What follows belongs to an exercise in optimizing a design on an open flow for small area and a short achievable clock period; a production flow would make more cautious choices.
Only simulation tests tie the RTL to the original design; equivalence was not proved.

## build 19
Design mul32, start of the top module:
module mul32 (
    input  wire         clk,
    input  wire [31:0]  A,
    input  wire [31:0]  B,
    output wire [63:0]  C
);
    reg  [31:0] ra;
    wire [35:0] bx = {3'b000, B, 1'b0};
    reg  [33:0] r3a;
    reg  [10:0] one, two, three, four;
    reg  [9:0]  neg;
    wire [32:0] yb;    
    genvar gi;
    generate
        for (gi = 0; gi < 11; gi = gi + 1) begin : rec
            assign yb[3*gi+2 -: 3] = bx[3*gi+2 -: 3] ^ {3{bx[3*gi+3]}};
        end
    endgenerate
    integer k;
    always @(posedge clk) begin
        ra  <= A;
        r3a <= {2'b00, A} + {1'b0, A, 1'b0};
        for (k = 0; k < 11; k = k + 1) begin
            one[k]   <= ~yb[3*k+2] & (yb[3*k+1] ^ yb[3*k]);
            two[k]   <= (yb[3*k+2] & ~yb[3*k+1] & ~yb[3*k]) | (~yb[3*k+2] & yb[3*k+1] & yb[3*k]);
            three[k] <= yb[3*k+2] & (yb[3*k+1] ^ yb[3*k]);
            four[k]  <= yb[3*k+2] & yb[3*k+1] & yb[3*k];
        end
        for (k = 0; k < 10; k = k + 1)
            neg[k] <= bx[3*k+3];
    end
    wire pp1;
    wire pp2;
    wire pp3;
    wire pp4;
    wire pp5;
    wire pp6;
    wire pp7;
    wire pp8;
    wire pp9;
    wire pp10;
    wire pp11;
    wire pp12;
    wire pp13;
    wire pp14;
    wire pp15;
    wire pp16;
    wire pp17;
    wire pp18;
    wire pp19;
    wire pp20;
    wire pp21;
    wire pp22;
    wire pp23;
    wire pp24;
    wire pp25;
    wire pp26;
    wire pp27;
    wire pp28;
    wire pp29;
    wire pp30;
    wire pp31;
    wire pp32;
    wire pp33;
    wire pp34;
    wire ns35;
    wire pp36;
    wire pp37;
    wire pp38;
    wire pp39;
    wire pp40;
  ...
==> flow/config.mk <==
export PLATFORM = sky130hd
export DESIGN_NAME = mul32
export DESIGN_NICKNAME = mul32
export VERILOG_FILES = /design/flow/design.v
export SDC_FILE = /design/flow/constraint.sdc
export NUM_CORES = 4
export LEC_CHECK = 0
export CAP_MARGIN = 20
export CORE_MARGIN = 2
export CORE_UTILIZATION = 70
export SETUP_SLACK_MARGIN = 5
export SLEW_MARGIN = 20
export SYNTH_HIERARCHICAL = 1
==> flow/constraint.sdc <==
create_clock -name core_clock -period 10.5 [get_ports {clk}]
set_input_delay 2.1000 -clock core_clock [delete_from_list [all_inputs] [get_ports {clk}]]
set_output_delay 2.1000 -clock core_clock [all_outputs]
set_load 0.01 [all_outputs]
standard.sh (not shown) runs the stock make flow with config.mk's settings and CLKGATE_MAP_FILE= SYNTH_SCRIPT=/design/flow/synth_recipe.tcl, a recipe that flattens the netlist after the stock synthesis.
==> flow/flow/run.sh <==
#!/bin/bash
# The standard layout, with plain buffers (buf_2) on the ports instead of the
# delay-cell buffers ORFS picks by default. Everything else is the standard flow's flow.
set -euo pipefail
bash standard.sh "BUFFER_PORTS_ARGS=-buffer_cell sky130_fd_sc_hd__buf_2" finish > standard_flow.log 2>&1
### build 19 -> build 9
Settings: a change of CORE_UTILIZATION from 70 to 40.
==> flow/run.sh (new file) <==
#!/bin/bash
# synth_recipe.tcl (not shown) runs the flow's synth.tcl, then flattens the netlist and writes it again
# the make line also repeats each setting of config.mk as NAME=value (left out here)
make -C /OpenROAD-flow-scripts/flow DESIGN_CONFIG=/design/flow/config.mk WORK_HOME=/design/flow/orfs CLKGATE_MAP_FILE= SYNTH_SCRIPT=/design/flow/synth_recipe.tcl finish
removed: flow/flow/run.sh
removed: flow/standard.sh
--- outcome ---
Build 9 finished end to end and its layout was clean on timing, DRC and antenna.
From build 19 to build 9 the numbers moved as follows: final cell count without fillers increased about 11%.
The number of nets in the layout was comparable across build 19 and build 9.
From build 19 to build 9 the numbers moved as follows: register share of the cell area shows a reduction of 0.59 points; cell count along the critical path decreased by 6 relative to the old numbers; buffer share of cell area went up.
Build 9 reports a higher post-CTS setup buffer count than build 19 does.
From build 19 to build 9 the numbers moved as follows: worst setup margin moved up; via count lower; area of the placeable core up 75%.
Modified inputs, build 6 compared to build 9
==> flow/flow/run.sh (new file) <==
#!/bin/bash
# The standard layout, with plain buffers (buf_2) on the ports instead of the
# delay-cell buffers ORFS picks by default. Everything else is the standard flow's flow.
set -euo pipefail
bash standard.sh "BUFFER_PORTS_ARGS=-buffer_cell sky130_fd_sc_hd__buf_2" finish > standard_flow.log 2>&1
==> flow/standard.sh (new file) <==
#!/bin/bash
# synth_recipe.tcl (not shown) runs the flow's synth.tcl, then flattens the netlist and writes it again
# the make line also repeats each setting of config.mk as NAME=value (left out here)
make -C /OpenROAD-flow-scripts/flow DESIGN_CONFIG=/design/flow/config.mk WORK_HOME=/design/flow/orfs CLKGATE_MAP_FILE= SYNTH_SCRIPT=/design/flow/synth_recipe.tcl "${@:-finish}"
removed: flow/run.sh
==> comparison <==
- For build 6, the slowest cell on the critical path was dfxtp_1, unlike build 9, where it was clkdlybuf4s50_1.
- Compared with build 9, in build 6 post-layout instance area decreased by 2.3% relative to the old numbers, critical path depth increased by 9 relative to the old numbers.

## what the ideal ports hide
In the flow no input, the clock included, has a driving cell. The finished layouts below were timed again as built, in two steps.
Step 1 assumes that a clkbuf_16 drives the clock port and a buf_2 every other input.
Step 2 moves the port delays by t, midway between the first and last clock arrival at a register: inputs arrive t later, outputs are due t later. That takes back most of the time a late clock gives input paths.
a / b / c = ideal / step 1 / step 2; a / b = the first two.
run | t (ns) | setup slack, ns | worst slew at a driven data input, ns
build 19 | 0.555 | 5.103 / 5.090 / 5.103 | 0.07
build 9 | 0.573 | 5.226 / 5.165 / 5.237 | 0.07
build 6 | 0.573 | 5.215 / 5.209 / 5.215 | 0.06
After both steps setup and hold are still met in every run listed.
